What follows belongs to an exercise in optimizing a design on an open flow for small area; a production flow would make more cautious choices. Function was checked by simulation only, so behaviour that the tests miss may differ from the original. Power is estimated from default activity; no workload was simulated.

### flow/config.mk
export PLATFORM = sky130hd
export DESIGN_NAME = top
export DESIGN_NICKNAME = top
export VERILOG_FILES = /design/flow/design.v
export SDC_FILE = /design/flow/constraint.sdc
export NUM_CORES = 4
export LEC_CHECK = 0
export ABC_AREA = 1
export CAP_MARGIN = 20
export CORE_MARGIN = 2
export CORE_UTILIZATION = 40
export SLEW_MARGIN = 20
### flow/constraint.sdc
create_clock -name core_clock -period 100.0 [get_ports {clk}]
set_input_delay 20.0000 -clock core_clock [delete_from_list [all_inputs] [get_ports {clk}]]
set_output_delay 20.0000 -clock core_clock [all_outputs]
set_load 0.01 [all_outputs]
### flow/design.v
module keyboard #(parameter TIMEOUT = 50000)
                 (input clk,
                  input reset,
                  input ps2_data,
                  input ps2_clk,
                  output reg [7:0] data_o);
localparam IDLE = 2'd0, RECV = 2'd1, READY = 2'd2;
reg [1:0]  state;
reg [15:0] rxtimeout;    
reg [10:0] rxregister;   
reg [1:0]  clksr;
wire timeout = (rxtimeout & TIMEOUT) == TIMEOUT;
always @(posedge clk) begin
  if (reset)
    clksr <= 2'b11;
  else
    clksr <= {clksr[0], ps2_clk};
  if (state == IDLE) begin
    rxregister <= 11'h7ff;
    rxtimeout  <= 16'd0;
  end else begin
    rxtimeout <= rxtimeout + 1'b1;
    if (clksr == 2'b10)
      rxregister <= {ps2_data, rxregister[10:1]};
  end
  if (reset)
    data_o <= 8'd0;
  else if (state == READY)
    data_o <= rxregister[8:1];
  if (reset)
    state <= IDLE;
  else case (state)
    IDLE:  if (!ps2_data && clksr[1]) state <= RECV;
    RECV:  if (timeout) state <= IDLE;
           else if (!rxregister[0]) state <= READY;
    default: state <= IDLE;
  endcase
end
endmodule
module ps2_to_ascii(
    input [7:0] ps2_code,
    output reg [7:0] lcd_dbOut,
    output reg rsOut
);
always@* begin
    case (ps2_code)
        8'h5A : rsOut = 1'b0;  
        default : rsOut = 1'b1;
    endcase
end
always@* begin
    case(ps2_code)
        8'h1C : lcd_dbOut = 8'h61;  
        8'h32 : lcd_dbOut = 8'h62;  
        8'h21 : lcd_dbOut = 8'h63;  
        8'h23 : lcd_dbOut = 8'h64;  
        8'h24 : lcd_dbOut = 8'h65;  
        8'h2B : lcd_dbOut = 8'h66;  
        8'h34 : lcd_dbOut = 8'h67;  
        8'h33 : lcd_dbOut = 8'h68;  
        8'h43 : lcd_dbOut = 8'h69;  
        8'h3B : lcd_dbOut = 8'h6A;  
        8'h42 : lcd_dbOut = 8'h6B;  
        8'h4B : lcd_dbOut = 8'h6C;  
        8'h3A : lcd_dbOut = 8'h6D;  
        8'h31 : lcd_dbOut = 8'h6E;  
        8'h44 : lcd_dbOut = 8'h6F;  
        8'h4D : lcd_dbOut = 8'h70;  
        8'h15 : lcd_dbOut = 8'h71;  
        8'h2D : lcd_dbOut = 8'h72;  
        8'h1B : lcd_dbOut = 8'h73;  
        8'h2C : lcd_dbOut = 8'h74;  
        8'h3C : lcd_dbOut = 8'h75;  
        8'h2A : lcd_dbOut = 8'h76;  
        8'h1D : lcd_dbOut = 8'h77;  
        8'h22 : lcd_dbOut = 8'h78;  
        8'h35 : lcd_dbOut = 8'h79;  
        8'h1A : lcd_dbOut = 8'h7A;  
        8'h45 : lcd_dbOut = 8'h30;  
        8'h16 : lcd_dbOut = 8'h31;  
        8'h1E : lcd_dbOut = 8'h32;  
        8'h26 : lcd_dbOut = 8'h33;  
        8'h25 : lcd_dbOut = 8'h34;  
        8'h2E : lcd_dbOut = 8'h35;  
        8'h36 : lcd_dbOut = 8'h36;  
        8'h3D : lcd_dbOut = 8'h37;  
        8'h3E : lcd_dbOut = 8'h38;  
        8'h46 : lcd_dbOut = 8'h39;  
        8'h5A : lcd_dbOut = 8'hC0;  
        8'h29 : lcd_dbOut = 8'h20;  
        8'hF0 : lcd_dbOut = 8'hF0;  
        default : lcd_dbOut = 8'hF0;
    endcase
end
endmodule
module lcd #(parameter integer D_40us  = 400,
             parameter integer D_60us  = 600,
             parameter integer D_200us = 2000,
             parameter integer D_2ms   = 20000,
             parameter integer D_5ms   = 50000,
             parameter integer D_100ms = 1000000)
  (input clock,
   input internal_reset,
   input [8:0] d_in,
   input data_ready,
   output reg rs,
   output e,
   output reg [7:0] d,
   output busy_flag);
localparam integer W = 20;
localparam [W-1:0] M_PW   = D_100ms + 1;
localparam [W-1:0] M_E6   = 5;
localparam [W-1:0] M_W5   = D_5ms + 2;
localparam [W-1:0] M_W200 = D_200us + 2;
localparam [W-1:0] M_W60  = D_60us + 2;
localparam [W-1:0] M_W40  = D_40us + 1;
localparam [W-1:0] M_W2   = D_2ms + 1;
localparam [4:0] PW=0, S1=1, E1=2, W1=3, E2=4, W2=5, E3=6, W3=7,
                 S4=8, E4=9, W4=10, S5=11, E5=12, W5=13, S6=14, E6=15, W6=16,
                 S7=17, E7=18, W7=19, S8=20, E8=21, W8=22,
                 IDLE=23, SETUP=24, EH=25, WL=26;
reg [4:0] ph;
reg [W-1:0] t;
reg start;
function hit(input [W-1:0] v, input [W-1:0] m);
  hit = (v & m) == m;
endfunction
reg done;
always @* begin
  case (ph)
    PW:  done = hit(t, M_PW);
    E1, E4, E5, E6, E7, E8, EH: done = hit(t, M_E6);
    W1, W6: done = hit(t, M_W5);
    W2, W3: done = hit(t, M_W200);
    W4, W5, W7, W8: done = hit(t, M_W60);
    SETUP: done = t[2];
    WL:  done = rs ? hit(t, M_W40) : hit(t, M_W2);
    IDLE: done = 1'b0;
    default: done = 1'b1;
  endcase
end
wire accept = (ph == IDLE) && start;
assign e = (ph == E1) || (ph == E2) || (ph == E3) || (ph == E4) || (ph == E5) ||
           (ph == E6) || (ph == E7) || (ph == E8) || (ph == EH);
assign busy_flag = (ph != IDLE);
always @(posedge clock) begin
  if (internal_reset) begin
    ph <= PW;
    t <= 0;
    start <= 1'b0;
    rs <= 1'b0;
    d <= 8'h00;
  end else begin
    if (accept)
      start <= 1'b0;
    else if (data_ready)
      start <= 1'b1;
    if (ph == IDLE) begin
      if (accept)
        t <= t[1] ? 3 : 0;
      else if (!t[1])
        t <= t + 1'b1;
    end else if (done)
      t <= 0;
    else
      t <= t + 1'b1;
    if (accept) begin
      rs <= d_in[8];
      d <= d_in[7:0];
      ph <= SETUP;
    end else if (done) begin
      case (ph)
        PW: d <= 8'h30;
        W3: d <= 8'h38;
        W4: d <= 8'h08;
        W5: d <= 8'h01;
        W6: d <= 8'h06;
        W7: d <= 8'h0C;
        default: ;
      endcase
      ph <= (ph == WL) ? IDLE : ph + 1'b1;
    end
  end
end
endmodule
module controller(input clk,
                  input lcd_busy,
                  input internal_reset,
                  input [7:0] d_i,
                  output reg data_ready);
reg r;
wire is_f0 = (d_i == 8'hF0);
always @(posedge clk) begin
  if (internal_reset) begin
    data_ready <= 1'b0;
    r <= 1'b0;
  end else begin
    if (r && !is_f0) begin
      data_ready <= 1'b1;
      r <= 1'b0;
    end else begin
      if (lcd_busy)
        data_ready <= 1'b0;
      if (!lcd_busy && is_f0)
        r <= 1'b1;
    end
  end
end
endmodule
module top(input clk,
           input ps2_clk,
           input ps2_data,
           input internal_reset_lcd,
           output rs,
           output e,
           output [7:0] d
           );
wire [7:0] scan;
wire [8:0] ch;
wire data_ready;
wire busy;
keyboard kb(.clk(clk), .reset(internal_reset_lcd), .ps2_data(ps2_data), .ps2_clk(ps2_clk), .data_o(scan));
ps2_to_ascii p2a(.ps2_code(scan), .lcd_dbOut(ch[7:0]), .rsOut(ch[8]));
controller ctl(.clk(clk), .lcd_busy(busy), .internal_reset(internal_reset_lcd), .d_i(scan), .data_ready(data_ready));
lcd l(.clock(clk), .internal_reset(internal_reset_lcd), .d_in(ch), .data_ready(data_ready),
      .rs(rs), .e(e), .d(d), .busy_flag(busy));
endmodule
### flow/run.sh
#!/bin/bash
# synth_recipe.tcl (not shown) runs the flow's synth.tcl, then flattens the netlist and writes it again
# the make line also repeats each setting of config.mk as NAME=value (left out here)
make -C /OpenROAD-flow-scripts/flow DESIGN_CONFIG=/design/flow/config.mk WORK_HOME=/design/flow/orfs CLKGATE_MAP_FILE= SYNTH_SCRIPT=/design/flow/synth_recipe.tcl finish
==> impl_metrics.py <==
metrics = {
    "routing": {
        "drtPass1Iterations": 5,
        "drt-vias-per-instance": 4.96,
        "drtAntennaViolNets": 0,
        "routedWlPerCell_um": 11.9,
        "routed_wl_um": 9620,
        "dr_total_vias": 3994,
        "drc": 0,
        "drtIter0Drc": 204,
    },
    "global_route": {
        "grt-ovfl-total": 0,
        "grt_pass1_wl_um": 16700,
        "grt_pass1_vias": 3752,
        "grt_max_degree": 22,
        "use_met3_pct": 3.74,
        "top_usage_layer": "met2",
        "antenna_found_initial": 0,
        "grtUsageMet1_pct": 24.7,
        "met2_usage_pct": 28.2,
        "grt_use_total_pct": 18.0,
    },
    "placed_design": {
        "placed_area_um2": 4440,
        "gp_congestion": 0.898,
        "post-place-ws_ns": 78.18,
        "port_buffers": 13,
        "hpwlAfterDp_um": 7290,
    },
    "timing": {
        "worst_hold_slack_ns": 0.450,
        "fin_ws_ns": 77.84,
        "hold_viol": 0,
        "max_freq_mhz": 45.1,
        "rsz0062_at_grt": "no",
        "period_share_pct": 22.2,
        "report.final.slew_viol_count": 0,
        "fin_crit_ns": 22.16,
        "tns_ns": 0,
        "fin_worst_skew_ns": 0.00908,
        "relSlewSlack_pct": 44.3,
        "worstMarginPinSlew_ns": 0.833,
        "finalSetupViolations": 0,
    },
    "logic_synthesis": {
        "yosysMostFrequentCell": "nand2_1",
        "synth.avg_cell_area_um2": 6.42,
        "ys.flop_type": "dfxtp_1",
        "synthTopCellsByArea": "dfxtp_1 36%, nand2_1 17%, nor2_1 9.9%",
        "synth_top_area_share_pct": 36.2,
        "synth_warnings": 4,
        "synth-async-reset-ratio_pct": 0,
        "netlist_instances": 655,
        "synth-edff-count": 0,
        "synth_area_um2": 4210,
        "synth_common_cells": "190 x nand2_1, 111 x nor2_1, 76 x dfxtp_1",
        "synth.distinct_cells": 32,
        "ys_seq_elements": 76,
        "synth_seq_area_share_pct": 36.2,
        "syn_nets": 668,
        "netlist.top_cell.by_area": "dfxtp_1",
    },
    "pwr": {
        "power.leakage_nw": 2.05,
        "power.density_nw_per_um2": 13.6,
        "ir_worst_vdd_uv": 8.14,
    },
    "final_layout": {
        "syn_to_final_growth_pct": 11.2,
        "drive_gt1_share_pct": 5.38,
        "final_area_um2": 4680,
        "fin_nets": 678,
        "n_antenna_cell": 0,
    },
    "run_status": {
        "outcome": "finished clean",
    },
    "flow_run": {
        "max_cap_violations": 0,
    },
    "die": {
        "rows": 37,
        "fp.dieH_um": 107,
        "floorplan.io_pins": 14,
        "dieWidth_um": 107,
        "start_util_pct": 40.9,
        "die-area_um2": 11400,
        "coreArea_um2": 10300,
    },
    "setup_path": {
        "required_ns": 80.00,
        "endpoint_kind": "output port",
        "cp_max_fo": 6,
        "path_class": "reg2out",
        "critPathArrivalTime_ns": 2.16,
        "worstSetupStartpointType": "flop",
        "max_stage_delay_ns": 0.53,
        "crit_chain": "ha_1 > inv_1 > nor2_1 > ha_1 > inv_1 > nand2_1 > nor2_1 > nand3_1 > clkdlybuf4s50_1",
        "cp_slowest_cell": "clkdlybuf4s50_1",
    },
    "clock_tree": {
        "cts.sinks": 76,
        "ctsRootBufferMaster": "clkbuf_8",
        "post-cts-setup-buffers": 0,
        "clkSlewWorstSetupHoldPaths_ns": 0.08,
        "clk_path_buf_depth": 2,
        "htreeDepth": 3,
        "post_cts_resized": 0,
        "cts_tree": "built",
        "postCtsHoldBufs": 0,
        "clock_latency_ns": 0.34,
        "cts_buffers": 9,
    },
    "worst_hold_path": {
        "worstHoldPathType": "reg2reg",
    },
}
critical path: cells and delay by family, from the launching register on:
family	cells	cell delay, ns
fa+ha+maj	2	0.42
flops	1	0.43
simple gates	4	0.30
buf+inv	3	0.67
area by class of cell:
| cell class | count | area [um^2] |
|---|---|---|
| fill | 1079 | 5600 |
| inverter | 68 | 255 |
| tap | 136 | 170 |
| timing repair buffer | 13 | 130 |
| clock buffer | 9 | 124 |
| sequential | 76 | 1520 |
| clock inverter | 6 | 113 |
| multi-input combinational | 497 | 2370 |
per-layer routing:
metal / up-vias / part of all wire, % / wire, um
met5: - / 0 / 0
met4: 0 / 1.9 / 186
met3: 18 / 3.5 / 341
met2: 63 / 44 / 4220
met1: 1789 / 51 / 4870
li1: 2124 / - / -
stage by stage:
step / instances / utilization [%] / power [mW]
floorplan: 655 / - / 0.0354
global placement: 790 / 43.2 / 0.0363
detailed placement: 790 / 43.2 / 0.0364
CTS: 805 / 45.5 / 0.0642
global route: 805 / 45.5 / 0.0664
finish: 805 / 45.5 / 0.0635
where the power goes:
group	leakage [nW]	switching (mW)	total (mW)	internal [mW]
combinational	1.32	0.00276	0.00395	0.00119
clock	0.120	0.0113	0.0278	0.0165
sequential	0.616	0.000654	0.0317	0.0311
cells by family (layout without fill, tap and decap cells):
group | Yosys count | count (layout) | share of synthesized area (%)
xor+xnor | 15 | 15 | 3.12
flops | 76 | 76 | 36.2
buf+inv | 82 | 96 | 7.58
compound gates | 69 | 69 | 9.04
fa+ha+maj | 9 | 9 | 2.68
simple gates | 404 | 404 | 41.4
layout by cell type, fill, tap and decap left out, types with 4 or more instances in the layout:
cell	netlist	final
inv_2	4	4
inv_1	64	64
a21oi_1	27	27
dfxtp_1	76	76
nand3_1	51	51
nor3_1	11	11
clkbuf_8	0	9
nand2_2	4	4
nor2_1	111	111
nand4_1	18	18
nand2_1	190	190
ha_1	9	9
xor2_1	10	10
a31oi_1	4	4
o21ai_0	30	30
xnor2_1	5	5
clkdlybuf4s50_1	0	13
nor3b_1	5	5
sequential cells by signal, indices dropped and copies added (netlist names):
name	count
kb.data_o	8
ctl.data_ready	1
l.t	20
kb.rxregister	11
kb.clksr	2
l.d	8
l.start	1
kb.state	2
ctl.r	1
kb.rxtimeout	16
l.ph	5
l.rs	1
path summary, 6_finish.rpt:
kind	from	end	slack, ns	cells past startpoint
max	l.ph[0]	e	77.84	9
min	kb.rxtimeout[0]	kb.rxtimeout[0]	0.45	1
max reg2reg	l.ph[0]	l.d[0]	97.56	10
min reg2reg	kb.rxtimeout[0]	kb.rxtimeout[0]	0.45	1

==> separate check: timing with driven ports <==
In the flow no input, the clock included, has a driving cell. The finished layout below was timed again as built, in two steps.
Step 1 sets driving cells, clkbuf_16 on the clock port and buf_2 on the other inputs (assumed; they add their load-dependent delay and slew).
Step 2 also shifts input and output timing later by t, the mid clock arrival at the registers, as if the neighbouring blocks saw the same clock.
Slacks: ideal ports / drivers / drivers and shift; pairs: ideal ports / drivers.
t (ns): 0.365
slack for setup (ns): 77.844 / 77.813 / 78.176
hold slack, ns: 0.450 / 0.450 / 0.450
latest minus earliest clock arrival (ns): 0.009 / 0.009
slew at the worst register clock pin (ns): 0.08 / 0.08
After both steps setup and hold are still met in this run. The setup slack of this run moves by -0.031 ns with the drivers and by +0.332 ns with both steps.
